From an optimization exercise on the open Yosys and OpenROAD flow, aimed at small area and a short achievable clock period; shortcuts taken in it are not production practice. No functional check of the RTL was part of any run shown here.

`design/flow/config.mk`:
```
export PLATFORM = sky130hd
export DESIGN_NAME = fp16MAC
export DESIGN_NICKNAME = fp16MAC
export VERILOG_FILES = /design/flow/design.v
export SDC_FILE = /design/flow/constraint.sdc
export NUM_CORES = 4
export LEC_CHECK = 0
export ABC_AREA = 1
export CAP_MARGIN = 20
export CORE_MARGIN = 2
export CORE_UTILIZATION = 55
export SLEW_MARGIN = 20
export SYNTH_HIERARCHICAL = 1
```
`design/flow/constraint.sdc`:
```
create_clock -name core_clock -period 15.5 [get_ports {CLK}]
set_input_delay 3.1000 -clock core_clock [delete_from_list [all_inputs] [get_ports {CLK}]]
set_output_delay 3.1000 -clock core_clock [all_outputs]
set_load 0.01 [all_outputs]
```
`design/flow/design.v`:
```
module fm_sk #(parameter N = 8) (a, b, cin, sum, cout);
	input  [N-1:0] a, b;
	input          cin;
	output [N-1:0] sum;
	output         cout;
	localparam L = (N >= 16) ? 5 : (N >= 8) ? 4 : (N >= 4) ? 3 : (N >= 2) ? 2 : 1;
	wire [N:0] g0 = {a & b, cin};
	wire [N:0] p0 = {a ^ b, 1'b0};
	wire [N:0] g [0:L];
	wire [N:0] p [0:L];
	assign g[0] = g0;
	assign p[0] = p0;
	genvar l, i;
	generate
		for (l = 0; l < L; l = l + 1) begin : lv
			for (i = 0; i <= N; i = i + 1) begin : bt
				if (((i >> l) & 1) == 1) begin : comb
					localparam integer J = ((i >> l) << l) - 1;
					assign g[l+1][i] = g[l][i] | (p[l][i] & g[l][J]);
					assign p[l+1][i] = p[l][i] & p[l][J];
				end else begin : pass
					assign g[l+1][i] = g[l][i];
					assign p[l+1][i] = p[l][i];
				end
			end
		end
	endgenerate
	assign sum  = p0[N:1] ^ g[L][N-1:0];
	assign cout = g[L][N];
endmodule
module fm_inc #(parameter N = 8) (a, inc, sum, cout);
	input  [N-1:0] a;
	input          inc;
	output [N-1:0] sum;
	output         cout;
	wire [N:0] c;
	assign c[0] = inc;
	genvar i;
	generate
		for (i = 1; i <= N; i = i + 1) begin : bt
			assign c[i] = inc & (&a[i-1:0]);
		end
	endgenerate
	assign sum  = a ^ c[N-1:0];
	assign cout = c[N];
endmodule
module fm_mul_pre(a, b, s, e, c);
	input  [15:0] a, b;
	output        s;
	output [4:0]  e;
	output [1:0]  c;
	wire za  = ~|a[14:0];
	wire zb  = ~|b[14:0];
	wire ia  = &a[14:10];
	wire ib  = &b[14:10];
	wire nan = (ia & |a[9:0]) | (ib & |b[9:0]);
	wire z   = za | zb;
	wire i   = ia | ib;
	assign s = a[15] ^ b[15];
	assign e = a[14:10] + b[14:10];
	assign c = (nan | (z & i)) ? 2'd3 : z ? 2'd0 : i ? 2'd2 : 2'd1;
endmodule
module fm_booth_enc(mb, bn, b1, b2);
	input  [9:0] mb;
	output [4:0] bn, b1, b2;
	wire   [10:0] y = {mb, 1'b0};    
	genvar i;
	generate
		for (i = 0; i < 5; i = i + 1) begin : dg
			wire h = y[2*i+2], m = y[2*i+1], l = y[2*i];
			assign bn[i] = h & ~(m & l);
			assign b1[i] = m ^ l;
			assign b2[i] = (h & ~m & ~l) | (~h & m & l);
		end
	endgenerate
endmodule
module fm_mul_prod(ma, bn, b1, b2, mb9, m, st);
	input  [9:0]  ma;
	input  [4:0]  bn, b1, b2;
	input         mb9;
	output [12:0] m;
	output        st;
	wire pp_0_0 = ((b1[0] & ma[0])) ^ bn[0];
	wire pp_0_1 = ((b1[0] & ma[1]) | (b2[0] & ma[0])) ^ bn[0];
	wire pp_0_2 = ((b1[0] & ma[2]) | (b2[0] & ma[1])) ^ bn[0];
	wire pp_0_3 = ((b1[0] & ma[3]) | (b2[0] & ma[2])) ^ bn[0];
	wire pp_0_4 = ((b1[0] & ma[4]) | (b2[0] & ma[3])) ^ bn[0];
	wire pp_0_5 = ((b1[0] & ma[5]) | (b2[0] & ma[4])) ^ bn[0];
	wire pp_0_6 = ((b1[0] & ma[6]) | (b2[0] & ma[5])) ^ bn[0];
	wire pp_0_7 = ((b1[0] & ma[7]) | (b2[0] & ma[6])) ^ bn[0];
	wire pp_0_8 = ((b1[0] & ma[8]) | (b2[0] & ma[7])) ^ bn[0];
	wire pp_0_9 = ((b1[0] & ma[9]) | (b2[0] & ma[8])) ^ bn[0];
	wire pp_0_10 = (b1[0] | (b2[0] & ma[9])) ^ bn[0];
	wire pp_0_11 = (b2[0]) ^ bn[0];
	wire bs0 = ~bn[0];
	wire pp_1_0 = ((b1[1] & ma[0])) ^ bn[1];
	wire pp_1_1 = ((b1[1] & ma[1]) | (b2[1] & ma[0])) ^ bn[1];
	wire pp_1_2 = ((b1[1] & ma[2]) | (b2[1] & ma[1])) ^ bn[1];
	wire pp_1_3 = ((b1[1] & ma[3]) | (b2[1] & ma[2])) ^ bn[1];
	wire pp_1_4 = ((b1[1] & ma[4]) | (b2[1] & ma[3])) ^ bn[1];
	wire pp_1_5 = ((b1[1] & ma[5]) | (b2[1] & ma[4])) ^ bn[1];
	wire pp_1_6 = ((b1[1] & ma[6]) | (b2[1] & ma[5])) ^ bn[1];
	wire pp_1_7 = ((b1[1] & ma[7]) | (b2[1] & ma[6])) ^ bn[1];
	wire pp_1_8 = ((b1[1] & ma[8]) | (b2[1] & ma[7])) ^ bn[1];
	wire pp_1_9 = ((b1[1] & ma[9]) | (b2[1] & ma[8])) ^ bn[1];
	wire pp_1_10 = (b1[1] | (b2[1] & ma[9])) ^ bn[1];
	wire pp_1_11 = (b2[1]) ^ bn[1];
	wire bs1 = ~bn[1];
	wire pp_2_0 = ((b1[2] & ma[0])) ^ bn[2];
	wire pp_2_1 = ((b1[2] & ma[1]) | (b2[2] & ma[0])) ^ bn[2];
	wire pp_2_2 = ((b1[2] & ma[2]) | (b2[2] & ma[1])) ^ bn[2];
	wire pp_2_3 = ((b1[2] & ma[3]) | (b2[2] & ma[2])) ^ bn[2];
	wire pp_2_4 = ((b1[2] & ma[4]) | (b2[2] & ma[3])) ^ bn[2];
	wire pp_2_5 = ((b1[2] & ma[5]) | (b2[2] & ma[4])) ^ bn[2];
	wire pp_2_6 = ((b1[2] & ma[6]) | (b2[2] & ma[5])) ^ bn[2];
	wire pp_2_7 = ((b1[2] & ma[7]) | (b2[2] & ma[6])) ^ bn[2];
	wire pp_2_8 = ((b1[2] & ma[8]) | (b2[2] & ma[7])) ^ bn[2];
	wire pp_2_9 = ((b1[2] & ma[9]) | (b2[2] & ma[8])) ^ bn[2];
	wire pp_2_10 = (b1[2] | (b2[2] & ma[9])) ^ bn[2];
	wire pp_2_11 = (b2[2]) ^ bn[2];
	wire bs2 = ~bn[2];
	wire pp_3_0 = ((b1[3] & ma[0])) ^ bn[3];
	wire pp_3_1 = ((b1[3] & ma[1]) | (b2[3] & ma[0])) ^ bn[3];
	wire pp_3_2 = ((b1[3] & ma[2]) | (b2[3] & ma[1])) ^ bn[3];
	wire pp_3_3 = ((b1[3] & ma[3]) | (b2[3] & ma[2])) ^ bn[3];
	wire pp_3_4 = ((b1[3] & ma[4]) | (b2[3] & ma[3])) ^ bn[3];
	wire pp_3_5 = ((b1[3] & ma[5]) | (b2[3] & ma[4])) ^ bn[3];
	wire pp_3_6 = ((b1[3] & ma[6]) | (b2[3] & ma[5])) ^ bn[3];
	wire pp_3_7 = ((b1[3] & ma[7]) | (b2[3] & ma[6])) ^ bn[3];
	wire pp_3_8 = ((b1[3] & ma[8]) | (b2[3] & ma[7])) ^ bn[3];
	wire pp_3_9 = ((b1[3] & ma[9]) | (b2[3] & ma[8])) ^ bn[3];
	wire pp_3_10 = (b1[3] | (b2[3] & ma[9])) ^ bn[3];
	wire pp_3_11 = (b2[3]) ^ bn[3];
	wire bs3 = ~bn[3];
	wire pp_4_0 = ((b1[4] & ma[0])) ^ bn[4];
	wire pp_4_1 = ((b1[4] & ma[1]) | (b2[4] & ma[0])) ^ bn[4];
	wire pp_4_2 = ((b1[4] & ma[2]) | (b2[4] & ma[1])) ^ bn[4];
	wire pp_4_3 = ((b1[4] & ma[3]) | (b2[4] & ma[2])) ^ bn[4];
	wire pp_4_4 = ((b1[4] & ma[4]) | (b2[4] & ma[3])) ^ bn[4];
	wire pp_4_5 = ((b1[4] & ma[5]) | (b2[4] & ma[4])) ^ bn[4];
	wire pp_4_6 = ((b1[4] & ma[6]) | (b2[4] & ma[5])) ^ bn[4];
	wire pp_4_7 = ((b1[4] & ma[7]) | (b2[4] & ma[6])) ^ bn[4];
	wire pp_4_8 = ((b1[4] & ma[8]) | (b2[4] & ma[7])) ^ bn[4];
	wire pp_4_9 = ((b1[4] & ma[9]) | (b2[4] & ma[8])) ^ bn[4];
	wire pp_4_10 = (b1[4] | (b2[4] & ma[9])) ^ bn[4];
	wire pp_4_11 = (b2[4]) ^ bn[4];
	wire bs4 = ~bn[4];
	wire pp_5_0 = (~mb9 & ma[0]);
	wire pp_5_1 = (~mb9 & ma[1]) | (mb9 & ma[0]);
	wire pp_5_2 = (~mb9 & ma[2]) | (mb9 & ma[1]);
	wire pp_5_3 = (~mb9 & ma[3]) | (mb9 & ma[2]);
	wire pp_5_4 = (~mb9 & ma[4]) | (mb9 & ma[3]);
	wire pp_5_5 = (~mb9 & ma[5]) | (mb9 & ma[4]);
	wire pp_5_6 = (~mb9 & ma[6]) | (mb9 & ma[5]);
	wire pp_5_7 = (~mb9 & ma[7]) | (mb9 & ma[6]);
	wire pp_5_8 = (~mb9 & ma[8]) | (mb9 & ma[7]);
	wire pp_5_9 = (~mb9 & ma[9]) | (mb9 & ma[8]);
	wire pp_5_10 = ~mb9 | (mb9 & ma[9]);
	wire pp_5_11 = mb9;
	wire hs0 = bs0 ^ pp_1_10;
	wire hc0 = bs0 & pp_1_10;
	wire hs1 = pp_1_11 ^ pp_2_9;
	wire hc1 = pp_1_11 & pp_2_9;
	wire hs2 = pp_0_6 ^ pp_1_4;
	wire hc2 = pp_0_6 & pp_1_4;
	wire hs3 = pp_0_7 ^ pp_1_5;
	wire hc3 = pp_0_7 & pp_1_5;
	wire fs4 = pp_0_8 ^ pp_1_6 ^ pp_2_4;
	wire fc4 = (pp_0_8 & pp_1_6) | (pp_0_8 & pp_2_4) | (pp_1_6 & pp_2_4);
	wire hs5 = pp_3_2 ^ pp_4_0;
	wire hc5 = pp_3_2 & pp_4_0;
	wire fs6 = pp_0_9 ^ pp_1_7 ^ pp_2_5;
	wire fc6 = (pp_0_9 & pp_1_7) | (pp_0_9 & pp_2_5) | (pp_1_7 & pp_2_5);
	wire hs7 = pp_3_3 ^ pp_4_1;
	wire hc7 = pp_3_3 & pp_4_1;
	wire fs8 = pp_0_10 ^ pp_1_8 ^ pp_2_6;
	wire fc8 = (pp_0_10 & pp_1_8) | (pp_0_10 & pp_2_6) | (pp_1_8 & pp_2_6);
	wire fs9 = pp_3_4 ^ pp_4_2 ^ pp_5_0;
	wire fc9 = (pp_3_4 & pp_4_2) | (pp_3_4 & pp_5_0) | (pp_4_2 & pp_5_0);
	wire fs10 = pp_0_11 ^ pp_1_9 ^ pp_2_7;
	wire fc10 = (pp_0_11 & pp_1_9) | (pp_0_11 & pp_2_7) | (pp_1_9 & pp_2_7);
	wire fs11 = pp_3_5 ^ pp_4_3 ^ pp_5_1;
	wire fc11 = (pp_3_5 & pp_4_3) | (pp_3_5 & pp_5_1) | (pp_4_3 & pp_5_1);
	wire fs12 = hs0 ^ pp_2_8 ^ pp_3_6;
	wire fc12 = (hs0 & pp_2_8) | (hs0 & pp_3_6) | (pp_2_8 & pp_3_6);
	wire fs13 = pp_4_4 ^ pp_5_2 ^ 1'b1;
	wire fc13 = (pp_4_4 & pp_5_2) | (pp_4_4 & 1'b1) | (pp_5_2 & 1'b1);
	wire fs14 = hc0 ^ hs1 ^ pp_3_7;
	wire fc14 = (hc0 & hs1) | (hc0 & pp_3_7) | (hs1 & pp_3_7);
	wire fs15 = pp_4_5 ^ pp_5_3 ^ 1'b1;
	wire fc15 = (pp_4_5 & pp_5_3) | (pp_4_5 & 1'b1) | (pp_5_3 & 1'b1);
	wire fs16 = hc1 ^ bs1 ^ pp_2_10;
	wire fc16 = (hc1 & bs1) | (hc1 & pp_2_10) | (bs1 & pp_2_10);
	wire fs17 = pp_3_8 ^ pp_4_6 ^ pp_5_4;
	wire fc17 = (pp_3_8 & pp_4_6) | (pp_3_8 & pp_5_4) | (pp_4_6 & pp_5_4);
	wire fs18 = pp_2_11 ^ pp_3_9 ^ pp_4_7;
	wire fc18 = (pp_2_11 & pp_3_9) | (pp_2_11 & pp_4_7) | (pp_3_9 & pp_4_7);
	wire hs19 = pp_5_5 ^ 1'b1;
	wire hc19 = pp_5_5 & 1'b1;
	wire fs20 = bs2 ^ pp_3_10 ^ pp_4_8;
	wire fc20 = (bs2 & pp_3_10) | (bs2 & pp_4_8) | (pp_3_10 & pp_4_8);
	wire hs21 = pp_3_11 ^ pp_4_9;
	wire hc21 = pp_3_11 & pp_4_9;
	wire hs22 = pp_0_4 ^ pp_1_2;
	wire hc22 = pp_0_4 & pp_1_2;
	wire hs23 = pp_0_5 ^ pp_1_3;
	wire hc23 = pp_0_5 & pp_1_3;
	wire fs24 = hs2 ^ pp_2_2 ^ pp_3_0;
	wire fc24 = (hs2 & pp_2_2) | (hs2 & pp_3_0) | (pp_2_2 & pp_3_0);
	wire fs25 = hc2 ^ hs3 ^ pp_2_3;
	wire fc25 = (hc2 & hs3) | (hc2 & pp_2_3) | (hs3 & pp_2_3);
	wire fs26 = hc3 ^ fs4 ^ hs5;
	wire fc26 = (hc3 & fs4) | (hc3 & hs5) | (fs4 & hs5);
	wire fs27 = fc4 ^ hc5 ^ fs6;
	wire fc27 = (fc4 & hc5) | (fc4 & fs6) | (hc5 & fs6);
	wire fs28 = fc6 ^ hc7 ^ fs8;
	wire fc28 = (fc6 & hc7) | (fc6 & fs8) | (hc7 & fs8);
	wire fs29 = fc8 ^ fc9 ^ fs10;
	wire fc29 = (fc8 & fc9) | (fc8 & fs10) | (fc9 & fs10);
	wire fs30 = fc10 ^ fc11 ^ fs12;
	wire fc30 = (fc10 & fc11) | (fc10 & fs12) | (fc11 & fs12);
	wire fs31 = fc12 ^ fc13 ^ fs14;
	wire fc31 = (fc12 & fc13) | (fc12 & fs14) | (fc13 & fs14);
	wire fs32 = fc14 ^ fc15 ^ fs16;
	wire fc32 = (fc14 & fc15) | (fc14 & fs16) | (fc15 & fs16);
	wire fs33 = fc16 ^ fc17 ^ fs18;
	wire fc33 = (fc16 & fc17) | (fc16 & fs18) | (fc17 & fs18);
	wire fs34 = fc18 ^ hc19 ^ fs20;
	wire fc34 = (fc18 & hc19) | (fc18 & fs20) | (hc19 & fs20);
	wire fs35 = fc20 ^ hs21 ^ pp_5_7;
	wire fc35 = (fc20 & hs21) | (fc20 & pp_5_7) | (hs21 & pp_5_7);
	wire fs36 = hc21 ^ bs3 ^ pp_4_10;
	wire fc36 = (hc21 & bs3) | (hc21 & pp_4_10) | (bs3 & pp_4_10);
	wire hs37 = pp_4_11 ^ pp_5_9;
	wire hc37 = pp_4_11 & pp_5_9;
	wire hs38 = pp_0_2 ^ pp_1_0;
	wire hc38 = pp_0_2 & pp_1_0;
	wire hs39 = pp_0_3 ^ pp_1_1;
	wire hc39 = pp_0_3 & pp_1_1;
	wire fs40 = hs22 ^ pp_2_0 ^ bn[2];
	wire fc40 = (hs22 & pp_2_0) | (hs22 & bn[2]) | (pp_2_0 & bn[2]);
	wire fs41 = hc22 ^ hs23 ^ pp_2_1;
	wire fc41 = (hc22 & hs23) | (hc22 & pp_2_1) | (hs23 & pp_2_1);
	wire fs42 = hc23 ^ fs24 ^ bn[3];
	wire fc42 = (hc23 & fs24) | (hc23 & bn[3]) | (fs24 & bn[3]);
	wire fs43 = fc24 ^ fs25 ^ pp_3_1;
	wire fc43 = (fc24 & fs25) | (fc24 & pp_3_1) | (fs25 & pp_3_1);
	wire fs44 = fc25 ^ fs26 ^ bn[4];
	wire fc44 = (fc25 & fs26) | (fc25 & bn[4]) | (fs26 & bn[4]);
	wire fs45 = fc26 ^ fs27 ^ hs7;
	wire fc45 = (fc26 & fs27) | (fc26 & hs7) | (fs27 & hs7);
	wire fs46 = fc27 ^ fs28 ^ fs9;
	wire fc46 = (fc27 & fs28) | (fc27 & fs9) | (fs28 & fs9);
	wire fs47 = fc28 ^ fs29 ^ fs11;
	wire fc47 = (fc28 & fs29) | (fc28 & fs11) | (fs29 & fs11);
	wire fs48 = fc29 ^ fs30 ^ fs13;
	wire fc48 = (fc29 & fs30) | (fc29 & fs13) | (fs30 & fs13);
	wire fs49 = fc30 ^ fs31 ^ fs15;
	wire fc49 = (fc30 & fs31) | (fc30 & fs15) | (fs31 & fs15);
	wire fs50 = fc31 ^ fs32 ^ fs17;
	wire fc50 = (fc31 & fs32) | (fc31 & fs17) | (fs32 & fs17);
	wire fs51 = fc32 ^ fs33 ^ hs19;
	wire fc51 = (fc32 & fs33) | (fc32 & hs19) | (fs33 & hs19);
	wire fs52 = fc33 ^ fs34 ^ pp_5_6;
	wire fc52 = (fc33 & fs34) | (fc33 & pp_5_6) | (fs34 & pp_5_6);
	wire fs53 = fc34 ^ fs35 ^ 1'b1;
	wire fc53 = (fc34 & fs35) | (fc34 & 1'b1) | (fs35 & 1'b1);
	wire fs54 = fc35 ^ fs36 ^ pp_5_8;
	wire fc54 = (fc35 & fs36) | (fc35 & pp_5_8) | (fs36 & pp_5_8);
	wire fs55 = fc36 ^ hs37 ^ 1'b1;
	wire fc55 = (fc36 & hs37) | (fc36 & 1'b1) | (hs37 & 1'b1);
	wire fs56 = hc37 ^ bs4 ^ pp_5_10;
	wire fc56 = (hc37 & bs4) | (hc37 & pp_5_10) | (bs4 & pp_5_10);
	wire hs57 = pp_5_11 ^ 1'b1;
	wire hc57 = pp_5_11 & 1'b1;
	wire [21:0] ra = {fc56, fc55, fc54, fc53, fc52, fc51, fc50, fc49, fc48, fc47, fc46, fc45, fc44, fc43, fc42, fc41, fc40, hc39, hc38, hs38, pp_0_1, pp_0_0};
	wire [21:0] rb = {hs57, fs56, fs55, fs54, fs53, fs52, fs51, fs50, fs49, fs48, fs47, fs46, fs45, fs44, fs43, fs42, fs41, fs40, hs39, bn[1], 1'b0, bn[0]};
	wire [21:0] p = ra + rb;
	assign m  = p[21:9];
	assign st = |p[8:0];
endmodule
module fm_mul_round(s, e, c, m, st, p);
	input         s;
	input  [4:0]  e;
	input  [1:0]  c;
	input  [12:0] m;      
	input         st;     
	output [15:0] p;
	wire hi = m[12];
	wire r  = hi ? m[1] : m[0];
	wire g  = hi ? m[2] : m[1];
	wire sk = st | (hi & m[0]);
	wire up = r & (g | sk);
	wire [10:0] k  = hi ? m[12:2] : m[11:1];
	wire [11:0] kp = {1'b0, k} + up;
	wire        cy = hi | kp[11];
	wire [9:0]  f  = kp[11] ? kp[10:1] : kp[9:0];
	wire [4:0]  ex = e + {3'b100, cy, ~cy};         
	reg [14:0] mag;
	always @(*) begin
		case (c)
			2'd0: mag = 15'h0000;
			2'd1: mag = {ex, f};
			2'd2: mag = 15'h7c00;
			default: mag = 15'h7c01;
		endcase
	end
	assign p = {s, mag};
endmodule
module fm_add(A, B, Y);
	input  [15:0] A, B;
	output [15:0] Y;
	wire       sA = A[15], sB = B[15];
	wire [4:0] eA = A[14:10], eB = B[14:10];
	wire [9:0] mA = A[9:0],   mB = B[9:0];
	wire zA  = ~|eA;
	wire zB  = ~|eB;
	wire iA  = &eA;
	wire iB  = &eB;
	wire nan = (iA & |mA) | (iB & |mB);
	wire sub = sA ^ sB;
	wire [4:0] dab, dba;
	wire       cab, cba;
	fm_sk #(5) u_dab(.a(eA), .b(~eB), .cin(1'b1), .sum(dab), .cout(cab));    
	fm_sk #(5) u_dba(.a(eB), .b(~eA), .cin(1'b1), .sum(dba), .cout(cba));    
	wire [9:0] mdum;
	wire       cm;
	fm_sk #(10) u_mc(.a(mA), .b(~mB), .cin(1'b1), .sum(mdum), .cout(cm));    
	wire       d0   = cab & cba;
	wire       ge   = cab;                       
	wire       gm   = cab & (~cba | cm);         
	wire [4:0] d    = ge ? dab : dba;
	wire [4:0] emax = ge ? eA : eB;
	wire [10:0] Mbig = gm ? {1'b1, mA} : {1'b1, mB};
	wire [10:0] Msm  = gm ? {1'b1, mB} : {1'b1, mA};
	wire        sbig = gm ? sA : sB;
	wire [21:0] yal = {Msm, 11'b0} >> d;
	wire        st8 = |yal[8:0];
	wire        st9 = st8 | yal[9];
	wire        st10 = st9 | yal[10];
	wire [11:0] H;
	wire        Hc;
	fm_sk #(12) u_h(.a({1'b0, Mbig}), .b({12{sub}} ^ {1'b0, yal[21:11]}), .cin(sub & ~st10), .sum(H), .cout(Hc));
	wire        R10 = yal[10] ^ (sub & st9);
	wire        R9  = yal[9]  ^ (sub & st8);
	wire        n0 = H[11];
	wire        n1 = ~H[11] & H[10];
	wire        n2 = ~H[11] & ~H[10];
	wire [10:0] fk = ({11{n0}} & H[11:1]) | ({11{n1}} & H[10:0]) | ({11{n2}} & {H[9:0], R10});
	wire        fr = (n0 & H[0]) | (n1 & R10) | (n2 & R9);
	wire        fg = (n0 & H[1]) | (n1 & H[0]) | (n2 & R10);
	wire        fs = (n0 & st10) | (n1 & st9) | (n2 & st8);
	wire        fup = fr & (fg | fs);
	wire [10:0] fkp;
	wire        fov;
	fm_inc #(11) u_fi(.a(fk), .inc(fup), .sum(fkp), .cout(fov));
	wire [4:0]  emp1, emp2, emm1;
	wire        dc0, dc1, dc2;
	fm_inc #(5) u_e1(.a(emax), .inc(1'b1), .sum(emp1), .cout(dc0));
	fm_inc #(5) u_e2(.a(emp1), .inc(1'b1), .sum(emp2), .cout(dc1));
	fm_sk  #(5) u_e3(.a(emax), .b(5'b11111), .cin(1'b0), .sum(emm1), .cout(dc2));
	wire [4:0]  fe = n0 ? (fov ? emp2 : emp1) :
	                 n1 ? (fov ? emp1 : emax) :
	                      (fov ? emax : emm1);
	wire [14:0] far_mag = {fe, fkp[9:0]};
	wire [11:0] T = {H[10:0], R10};
	reg [3:0] lz;
	always @(*) begin
		casez (T[10:0])
			11'b1??????????: lz = 4'd0;
			11'b01?????????: lz = 4'd1;
			11'b001????????: lz = 4'd2;
			11'b0001???????: lz = 4'd3;
			11'b00001??????: lz = 4'd4;
			11'b000001?????: lz = 4'd5;
			11'b0000001????: lz = 4'd6;
			11'b00000001???: lz = 4'd7;
			11'b000000001??: lz = 4'd8;
			default:         lz = 4'd9;
		endcase
	end
	wire [10:0] V  = T[10:0] << lz;
	wire [4:0]  en;
	wire        enc;
	fm_sk #(5) u_en(.a(emax), .b(~{1'b0, lz}), .cin(1'b0), .sum(en), .cout(enc));    
	wire        nv = V[10];
	wire [15:0] near_res = nv ? {sbig, en, V[9:0]} : {6'b0, V[9:0]};
	wire        near_sel = sub & (d0 | ((d == 5'd1) & ~T[11]));
	wire [15:0] normal = near_sel ? near_res : {sbig, far_mag};
	assign Y = nan ? 16'h7c01 :
	           zA  ? B :
	           zB  ? A :
	           (iA | iB) ? (sub ? 16'h7c01 : {sA, 15'h7c00}) :
	           normal;
endmodule
module fp16MAC(a, b, acc, CLK, RESETn);
	input [15:0] a, b;
	input CLK, RESETn;
	output reg [15:0] acc;
	wire        pre_s;
	wire [4:0]  pre_e;
	wire [1:0]  pre_c;
	fm_mul_pre u_pre(.a(a), .b(b), .s(pre_s), .e(pre_e), .c(pre_c));
	reg        in_s;
	reg [1:0]  in_c;
	reg [4:0]  in_e;
	reg [9:0]  in_ma;
	reg [4:0]  in_bn, in_b1, in_b2;    
	reg        in_mb9;                 
	wire [4:0] pre_bn, pre_b1, pre_b2;
	fm_booth_enc u_benc(.mb(b[9:0]), .bn(pre_bn), .b1(pre_b1), .b2(pre_b2));
	wire [12:0] mul_m;
	wire        mul_st;
	fm_mul_prod u_prod(.ma(in_ma), .bn(in_bn), .b1(in_b1), .b2(in_b2), .mb9(in_mb9), .m(mul_m), .st(mul_st));
	reg        md_s;
	reg [1:0]  md_c;
	reg [4:0]  md_e;
	reg [12:0] md_m;
	reg        md_st;
	wire [15:0] prod_w;
	fm_mul_round u_rnd(.s(md_s), .e(md_e), .c(md_c), .m(md_m), .st(md_st), .p(prod_w));
	reg [15:0] prod;
	wire [15:0] sum_w;
	fm_add u_add(.A(acc), .B(prod), .Y(sum_w));
	always @(posedge CLK, negedge RESETn) begin
		if (!RESETn) begin
			in_s <= 1'b0;
			in_c <= 2'd0;
			md_s <= 1'b0;
			md_c <= 2'd0;
			prod <= 16'd0;
			acc  <= 16'd0;
		end else begin
			in_s <= pre_s;
			in_c <= pre_c;
			md_s <= in_s;
			md_c <= in_c;
			prod <= prod_w;
			acc  <= sum_w;
		end
	end
	always @(posedge CLK) begin
		in_e  <= pre_e;
		in_ma <= a[9:0];
		in_bn  <= pre_bn;
		in_b1  <= pre_b1;
		in_b2  <= pre_b2;
		in_mb9 <= b[9];
		md_e  <= in_e;
		md_m  <= mul_m;
		md_st <= mul_st;
	end
endmodule
```
`design/flow/flow/run.sh`:
```
#!/bin/bash
# Own flow: the standard layout (standard.sh, unchanged ORFS scripts and
# settings) with its own synthesis script, flow/own_synth.tcl (see there).
# Floorplan, power grid, placement, clock tree and routing are the standard
# flow's.  Each make step writes its full log under orfs/logs/; the make
# output itself goes to standard.log here.
set -euo pipefail
sed -E "s#SYNTH_SCRIPT=[^ ]+#SYNTH_SCRIPT=$PWD/flow/own_synth.tcl SETUP_SLACK_MARGIN=9.8#" standard.sh > own_standard.sh
grep -q "SYNTH_SCRIPT=$PWD/flow/own_synth.tcl" own_standard.sh
bash own_standard.sh > standard.log 2>&1
```
`design/flow/flow/abc_area.script`:
```
strash
dch
amap
topo
stime -c
buffer -c
upsize -c
dnsize -c
```
`design/flow/flow/abc_fast.script`:
```
strash
dch
map -B 0.9
topo
stime -c
buffer -c
upsize -c
dnsize -c
```
`design/flow/flow/own_synth.tcl`:
```
set own_dir [file dirname [file normalize [info script]]]
proc synth {args} {
  if {[lsearch -exact $args "fine:"] >= 0} {
    yosys synth -nofsm -noshare -noabc {*}$args
  } else {
    yosys synth -nofsm -noshare {*}$args
  }
}
proc extract_fa {args} { yosys extract_fa {*}$args fm_mul_prod }
proc keep_hierarchy {args} {
  foreach m {fm_add fm_mul_prod fm_mul_round} { yosys setattr -mod -set keep_hierarchy 1 $m }
}
proc abc {args} {
  global own_dir
  set i [expr {[lsearch -exact $args -script] + 1}]
  yosys abc {*}[lreplace $args $i $i $own_dir/abc_fast.script] fm_add
  yosys abc {*}[lreplace $args $i $i $own_dir/abc_area.script] fm_mul_prod fm_mul_round fp16MAC
}
source $::env(SCRIPTS_DIR)/synth.tcl
# left out here: clear keep_hierarchy, flatten, clean up, hide names made inside functions, write 1_2_yosys.v
```
`design/flow/standard.sh`:
```
#!/bin/bash
# synth_recipe.tcl (not shown) runs the flow's synth.tcl, then flattens the netlist and writes it again
# the make line also repeats each setting of config.mk as NAME=value (left out here)
make -C /OpenROAD-flow-scripts/flow DESIGN_CONFIG=/design/flow/config.mk WORK_HOME=/design/flow/orfs CLKGATE_MAP_FILE= SYNTH_SCRIPT=/design/flow/synth_recipe.tcl "${@:-finish}"
```
==> results of run 1 <==
-- state kept, by name (all words and copies together), names as in the netlist, 5 cells and up --
register,flops
md_m,13
in_bn,5
acc,16
in_ma,10
md_e,5
in_b1,5
in_e,5
in_b2,5
prod,16
-- per-stage QoR --
step / instances / utilization / area [um^2] / setup WS, ps
3_3_place_gp: 1828 / 0.5840 / 10960 / 9801
3_5_place_dp: 1828 / 0.5840 / 10960 / 9821
4_1_cts: 1844 / 0.6002 / 11260 / 9816
5_1_grt: 1868 / 0.6209 / 11650 / 9729
6_report: 1868 / 0.6209 / 11650 / 10190
2_1_floorplan: 1610 / - / 10530 / 11120
-- Yosys stat by module (local to each module, per instance) --
module / cells inside / flip-flops and latches / times used / cell area (um^2)
fm_mul_round: 74 / 0 / 1 / 425.4
fm_mul_prod: 463 / 0 / 1 / 3264
fp16MAC: 172 / 88 / 1 / 2346
fm_add: 901 / 0 / 1 / 4493
-- Yosys cell counts, types with 6 or more instances --
library cell,instances
o21a_1,6
o21ai_1,32
a21oi_1,130
dfxtp_1,50
dfrtp_1,38
xor2_1,22
nand2_1,327
fa_1,40
a211oi_1,8
o22ai_1,70
clkinv_1,9
nor2_1,170
nor2_4,7
nand2_4,11
buf_4,18
buf_6,6
nor2_2,12
buf_2,7
clkbuf_1,36
inv_2,35
o21ai_0,80
ha_1,39
inv_1,151
nor3_1,13
nand3_1,152
nand4_1,28
nand2_2,17
-- path summary, 6_finish.rpt --
| kind | endpoint | slack [ps] | start |
|---|---|---|---|
| max | acc[11] | 10190 | acc[12] |
| min | md_e[4] | 330 | in_e[4] |
| max reg2reg | acc[11] | 10190 | acc[12] |
| min reg2reg | md_e[4] | 330 | in_e[4] |
| max in group asynchronous | acc[11] | 12060 | RESETn |
| min in group asynchronous | acc[13] | 2850 | RESETn |
-- critical path: cells and delay by family, from the launching register on --
kind            cells  cell delay (ps)
compound gates      4              710
buf+inv             9             1050
xor+xnor            1              200
simple gates       26             2740
flops               1              450
-- kinds of logic (layout without fill, tap and decap cells) --
| family | count (synthesis) | after routing | synth area share |
|---|---|---|---|
| AO/OA/AOI/OAI | 374 | 374 | 0.2176 |
| adder cells (fa/ha/maj) | 79 | 79 | 0.1224 |
| AND/OR/NAND/NOR | 776 | 780 | 0.3412 |
| flip-flops | 88 | 88 | 0.1854 |
| buffers and inverters | 263 | 283 | 0.1053 |
| XOR/XNOR | 30 | 30 | 0.02816 |
-- area by class of cell --
class / count / share of cell area
clock buffer: 10 / 0.01965
timing repair buffer: 72 / 0.05647
tap: 234 / 0.02512
multi-input combinational: 1263 / 0.6612
clock inverter: 6 / 0.006227
inverter: 195 / 0.06367
sequential: 88 / 0.1677
-- metal layers --
metal  global-route usage  part of all wire  up-vias
li1                     -                 -     5473
met2               0.5482              0.50      449
met4               0.1501             0.052        0
met1               0.3499              0.40     5030
met5                    0                 0        -
met3              0.03769             0.054      105
-- timing repair --
item                                    4_1_cts  5_1_grt
cloned                                        0        4
pin swaps                                     0       13
setup buffers                                 0       20
endpoints found under the setup margin        1       16
gates resized for setup                       1       44
==> results.py, run 1 <==
metrics = {
    "cells_and_area": {
        "area_growth_pct": 10.68,
        "final_cell_mix": "nand2_1 (320), nor2_1 (166), inv_1 (149), nand3_1 (149), a21oi_1 (129)",
        "drive_gt1_frac": 0.1200,
        "multi_input_area_um2": 7705,
        "fin_nets": 1742,
        "seqCellArea_um2": 1954,
        "diodes": 0,
        "final_common_cell": "nand2_1",
        "fillers": 1769,
    },
    "yosys": {
        "synth_cell_types": 78,
        "synthCells": 1610,
        "ys_warn_count": 12,
        "synth_edf_count": 0,
        "synth_top_area_cell": "nand2_1",
        "syn_area_um2": 10530,
        "yosys_register_bits": 88,
        "avgSynthCellArea_um2": 6.540,
        "syn-num-nets": 1723,
        "synth-seq-area-share": 0.1854,
        "ys.flop_type": "dfxtp_1",
        "synth_top_area_frac": 0.1166,
        "ys_async_sr_fraction": 0.4318,
        "netlist_top_cells_area": "nand2_1 (12%), dfxtp_1 (9.5%), dfrtp_1 (9.0%), fa_1 (7.6%), nand3_1 (7.2%)",
    },
    "setup_path": {
        "endpoint_kind": "flip-flop",
        "critPathRequiredTime_ps": 15730,
        "cpMaxStageDelayCell": "dfrtp_1",
        "crit_top_cell": "nand2_1",
        "crit_path_max_fanout": 13,
        "critPathKind": "flip-flop to flip-flop",
        "cp.arrival_ps": 5550,
        "worstSetupStartpointType": "flip-flop",
        "slowest_delay_ps": 450,
        "reg2reg_depth": 40,
    },
    "clock_network": {
        "cts_buffers": 9,
        "clock_latency_ps": 350,
        "tritoncts": "done",
        "clk_pin_slew_ps": 60,
        "cts_root_buffer": "clkbuf_16",
        "ctsHtreeMaxLevel": 3,
        "clock_sinks": 88,
        "cts_hold_buf": 0,
        "clk_path_buf_depth": 2,
    },
    "global_routing": {
        "antenna_found_initial": 0,
        "grt_first_pass_wirelength_um": 49000,
        "grt_max_degree": 39,
        "first_global_vias": 10140,
        "grt-ovfl-total": 0,
        "gr-usage-all-layers": 0.3018,
    },
    "floorplan": {
        "rows": 50,
        "start_util": 0.5610,
        "ios": 50,
        "fp.dieW_um": 142.4,
        "fp.coreArea_um2": 18770,
        "dieArea_um2": 20270,
        "die_h_um": 142.4,
    },
    "sta": {
        "whs_ps": 328.6,
        "finalSetupTns_ps": 0,
        "setup-violations-final": 0,
        "maxSlewHeadroom": 0.3757,
        "slew_viol_final": 0,
        "period_share": 0.3428,
        "tightest_slew_ps": 933.0,
        "min_period_ps": 5313,
        "clock_skew_ps": 13.53,
        "max_freq_ghz": 0.1882,
        "rsz0062_at_grt": "no",
        "hold_viol": 0,
    },
    "placement": {
        "dp_hpwl_um": 23930,
        "io_buffers": 49,
        "place_congestion": 0.9456,
    },
    "route": {
        "wl_per_cell_um": 16.59,
        "drc": 0,
        "vias": 11060,
        "wirelength_um": 30980,
        "ant_nets": 0,
        "viasPerCell": 5.919,
        "drtIter0Drc": 861,
        "firstDrtPassIters": 7,
    },
    "worst_hold_path": {
        "holdCritPathClass": "flip-flop to flip-flop",
        "min_path_cells": 0,
    },
    "run": {
        "maxCapViolCount": 0,
    },
    "run_status": {
        "status": "complete, no violations",
    },
}
==> run 2, diff against run 1 <==
--- a/design/flow/design.v
+++ b/design/flow/design.v
@@ -275,7 +275,9 @@
 	wire hc57 = pp_5_11 & 1'b1;
 	wire [21:0] ra = {fc56, fc55, fc54, fc53, fc52, fc51, fc50, fc49, fc48, fc47, fc46, fc45, fc44, fc43, fc42, fc41, fc40, hc39, hc38, hs38, pp_0_1, pp_0_0};
 	wire [21:0] rb = {hs57, fs56, fs55, fs54, fs53, fs52, fs51, fs50, fs49, fs48, fs47, fs46, fs45, fs44, fs43, fs42, fs41, fs40, hs39, bn[1], 1'b0, bn[0]};
-	wire [21:0] p = ra + rb;
+	wire [21:0] p;
+	wire        pc;
+	fm_sk #(22) u_cpa(.a(ra), .b(rb), .cin(1'b0), .sum(p), .cout(pc));
 	assign m  = p[21:9];
 	assign st = |p[8:0];
 endmodule
==> design/flow/flow/run.sh (replaced) <==
#!/bin/bash
# Own flow: the standard layout (standard.sh, unchanged ORFS scripts)
# with three changes:
#  - its own synthesis script, flow/own_synth.tcl (see there);
#  - repair_timing aims for 9.8 ns of setup slack (SETUP_SLACK_MARGIN),
#    i.e. it sizes the critical paths for about a 5.7 ns clock, while the
#    design is still laid out and signed off at the design's period;
#  - the ports are buffered with buf_1 cells instead of the larger delay
#    buffers buffer_ports picks by default (every port is still buffered).
# Floorplan, power grid, placement, clock tree and routing are otherwise the
# standard flow's.  Each make step writes its full log under orfs/logs/; the
# make output itself goes to standard.log here.
set -euo pipefail
cp config.mk own_config.mk
echo 'export BUFFER_PORTS_ARGS = -buffer_cell sky130_fd_sc_hd__buf_1' >> own_config.mk
sed -E -e "s#SYNTH_SCRIPT=[^ ]+#SYNTH_SCRIPT=$PWD/flow/own_synth.tcl SETUP_SLACK_MARGIN=9.8 ABC_LOAD_IN_FF=10#" \
       -e "s#DESIGN_CONFIG=[^ ]+#DESIGN_CONFIG=$PWD/own_config.mk#" standard.sh > own_standard.sh
grep -q "SYNTH_SCRIPT=$PWD/flow/own_synth.tcl" own_standard.sh
grep -q "DESIGN_CONFIG=$PWD/own_config.mk" own_standard.sh
bash own_standard.sh > standard.log 2>&1
==> design/flow/flow/abc_fast.script (replaced) <==
strash
balance
rewrite
refactor
balance
rewrite -z
refactor -z
balance
rewrite -z
refactor -z
balance
dch
map -B 0.9
topo
stime -c
buffer -c
upsize -c
dnsize -c
--- a/design/flow/config.mk
+++ b/design/flow/config.mk
@@ -9,5 +9,6 @@
 export CAP_MARGIN = 20
 export CORE_MARGIN = 2
 export CORE_UTILIZATION = 55
+export CTS_BUF_LIST = sky130_fd_sc_hd__clkbuf_8
 export SLEW_MARGIN = 20
 export SYNTH_HIERARCHICAL = 1
==> run 2 against run 1 <==
Against the previous run: critical path depth rose by 6; via count shrank 7.1%; flip-flop and latch count unchanged; clock skew about the same; non-clock buffer count is 8 lower; worst hold slack worse by 4.6 ps; synthesized cell count decreased by 2.7%; fmax increased by 1.8%.
==> results.py, run 2 <==
metrics = {
    "run_status": {
        "status": "complete, no violations",
    },
    "cells_and_area": {
        "final_common_cell": "nand2_1",
        "seqCellArea_um2": 1957,
        "drive_gt1_frac": 0.1058,
        "fillers": 1811,
        "area_growth_pct": 5.414,
        "final_cell_mix": "nand2_1 (359), nor2_1 (164), inv_1 (151), nand3_1 (135), a21oi_1 (105)",
        "multi_input_area_um2": 7377,
        "fin_nets": 1690,
        "final_design_area_no_fill_um2": 10840,
        "reg.largest.list": "acc x16, prod x16, md_m x13",
        "diodes": 0,
    },
    "route": {
        "wirelength_um": 28890,
        "ant_nets": 0,
        "wl_per_cell_um": 15.93,
        "drc": 0,
        "drtIter0Drc": 660,
        "vias": 10280,
        "viasPerCell": 5.668,
        "firstDrtPassIters": 6,
    },
    "yosys": {
        "synth-seq-area-share": 0.1898,
        "ys.flop_type": "dfxtp_1",
        "synth_edf_count": 0,
        "netlist_top_cells_area": "nand2_1 (13%), dfxtp_1 (9.7%), dfrtp_1 (9.2%), fa_1 (8.4%), nand3_1 (6.7%)",
        "yosys_register_bits": 88,
        "synth_common_cells": "nand2_1 (364), nor2_1 (165), inv_1 (151), nand3_1 (137), a21oi_1 (106)",
        "synth_top_area_cell": "nand2_1",
        "syn_area_um2": 10280,
        "synth_cell_types": 74,
        "syn-num-nets": 1683,
        "ys_async_sr_fraction": 0.4318,
        "ys_warn_count": 13,
        "avgSynthCellArea_um2": 6.562,
        "synthMostInstantiatedCell": "nand2_1",
        "synth_top_area_frac": 0.1329,
        "synthCells": 1567,
    },
    "setup_path": {
        "r2r_slack_ps": 10280,
        "crit_path_max_fanout": 16,
        "endpoint_kind": "flip-flop",
        "r2r-end": "acc[13]",
        "cpMaxStageDelayCell": "dfrtp_1",
        "crit_family": "simple AND/OR/NAND/NOR gates",
        "worst-path-stages": 46,
        "reg2reg_depth": 46,
        "cp.arrival_ps": 5480,
        "slowest_delay_ps": 530,
        "worstSetupStartpointType": "flip-flop",
        "critPathBufInv": 3,
        "reg2reg_from": "acc[1]",
        "critPathRequiredTime_ps": 15760,
        "critPathKind": "flip-flop to flip-flop",
        "crit_top_cell": "nand2_1",
    },
    "clock_network": {
        "clk_pin_slew_ps": 100,
        "cts_buffers": 9,
        "cts_root_buffer": "clkbuf_8",
        "clk_path_buf_depth": 2,
        "clock_latency_ps": 360,
        "tritoncts": "done",
        "cts_hold_buf": 0,
        "ctsHtreeMaxLevel": 3,
        "clock_sinks": 88,
    },
    "sta": {
        "max_freq_ghz": 0.1915,
        "clock_skew_ps": 13.09,
        "min_period_ps": 5221,
        "period_share": 0.3368,
        "maxSlewHeadroom": 0.3754,
        "hold_viol": 0,
        "finalSetupTns_ps": 0,
        "slew_viol_final": 0,
        "whs_ps": 324.0,
        "tightest_slew_ps": 935.7,
        "setup-violations-final": 0,
        "rsz0062_at_grt": "no",
    },
    "placement": {
        "place_congestion": 0.9727,
        "dp_hpwl_um": 22700,
        "io_buffers": 49,
        "dpl-instance-area_um2": 10360,
    },
    "global_routing": {
        "antenna_found_initial": 0,
        "grt-ovfl-total": 0,
        "gr-usage-all-layers": 0.2886,
        "grt_first_pass_wirelength_um": 46260,
        "first_global_vias": 9395,
        "grt_max_degree": 39,
    },
    "run": {
        "maxCapViolCount": 0,
    },
    "worst_hold_path": {
        "whs_endpoint": "md_e[0]",
        "min_path_cells": 0,
        "hp-start": "in_e[0]",
        "holdCritPathClass": "flip-flop to flip-flop",
    },
    "floorplan": {
        "dieArea_um2": 19800,
        "die_h_um": 140.7,
        "ios": 50,
        "start_util": 0.5553,
        "rows": 50,
        "fp.dieW_um": 140.7,
        "fp.coreArea_um2": 18520,
    },
}
==> run 2: metal layers <==
metal | vias up | GRT usage | wire length [um]
met2 | 358 | 0.5163 | 14300
met5 | - | 0 | 0
met3 | 96 | 0.03668 | 1380
met4 | 0 | 0.1300 | 1354
met1 | 4576 | 0.3467 | 11850
li1 | 5246 | - | -
==> run 2: cells by family (layout without fill, tap and decap cells) <==
| kind of cell | count (synthesis) | count (layout) | synth area share |
|---|---|---|---|
| AO/OA/AOI/OAI | 338 | 338 | 0.2024 |
| XOR/XNOR | 19 | 19 | 0.01874 |
| adder cells (fa/ha/maj) | 82 | 82 | 0.1312 |
| buffers and inverters | 256 | 265 | 0.1088 |
| flip-flops | 88 | 88 | 0.1898 |
| AND/OR/NAND/NOR | 784 | 787 | 0.3491 |
==> run 2: worst max-delay path by stage <==
stage	startpoint	to	slack (ps)
floorplan	in_b1[1]	md_m[7]	11020
global placement	prod[11]	acc[13]	9750
detailed placement	acc[1]	acc[13]	9690
CTS	acc[14]	acc[13]	9840
global route	acc[11]	acc[7]	9810
finish	acc[1]	acc[13]	10280
==> run 2: area by class of cell <==
cell class	count	share of cell area
Clock inverter	7	0.007272
Inverter	185	0.06453
Clock buffer	9	0.01143
Timing Repair Buffer	64	0.02863
Tap cell	234	0.02701
Sequential cell	88	0.1805
Multi-Input combinational cell	1226	0.6806
==> run 2: timing repair <==
action,in CTS,in global routing
endpoints found under the hold margin,0,0
cloned,0,3
buffers inserted,0,12
gates resized for setup,2,33
pin swaps,0,8
setup endpoints to repair,9,16
==> run 2: modules after synthesis, one instance, submodules excluded <==
module,cells inside,copies in the design
fp16MAC,172,1
fm_add,882,1
fm_mul_prod,437,1
fm_mul_round,76,1
==> run 2: per-stage QoR <==
step	cells	worst slack, ps	utilization
6_report	1813	10280	0.5853
5_1_grt	1813	9807	0.5853
4_1_cts	1798	9843	0.5706
3_5_place_dp	1782	9687	0.5594
3_3_place_gp	1782	9746	0.5594
2_1_floorplan	1567	11020	-

==> what the ideal ports hide <==
Ports are ideal in the flow. The routed layouts listed here were re-timed in OpenROAD.
Step 1 (the two cells are an assumption about what drives the block):
set clk [get_ports {CLK}]
set_driving_cell -lib_cell sky130_fd_sc_hd__clkbuf_16 $clk
set_driving_cell -lib_cell sky130_fd_sc_hd__buf_2 [delete_from_list [all_inputs] $clk]
Step 2, shift: input delay + t, output delay - t, t = (earliest + latest rising clock arrival at the registers) / 2. This alone moves slack from input paths to output paths.
a / b / c = ideal / step 1 / step 2; a / b = the first two.
| run | shift t [ns] | setup WS [ns] | worst setup path after step 2 | latest minus earliest clock arrival (ns) |
|---|---|---|---|---|
| run 1 | 0.391 | 10.187 / 10.187 / 10.187 | register to register | 0.014 / 0.014 |
| run 2 | 0.390 | 10.279 / 10.279 / 10.279 | register to register | 0.015 / 0.016 |
After both steps every run listed still meets setup and hold.
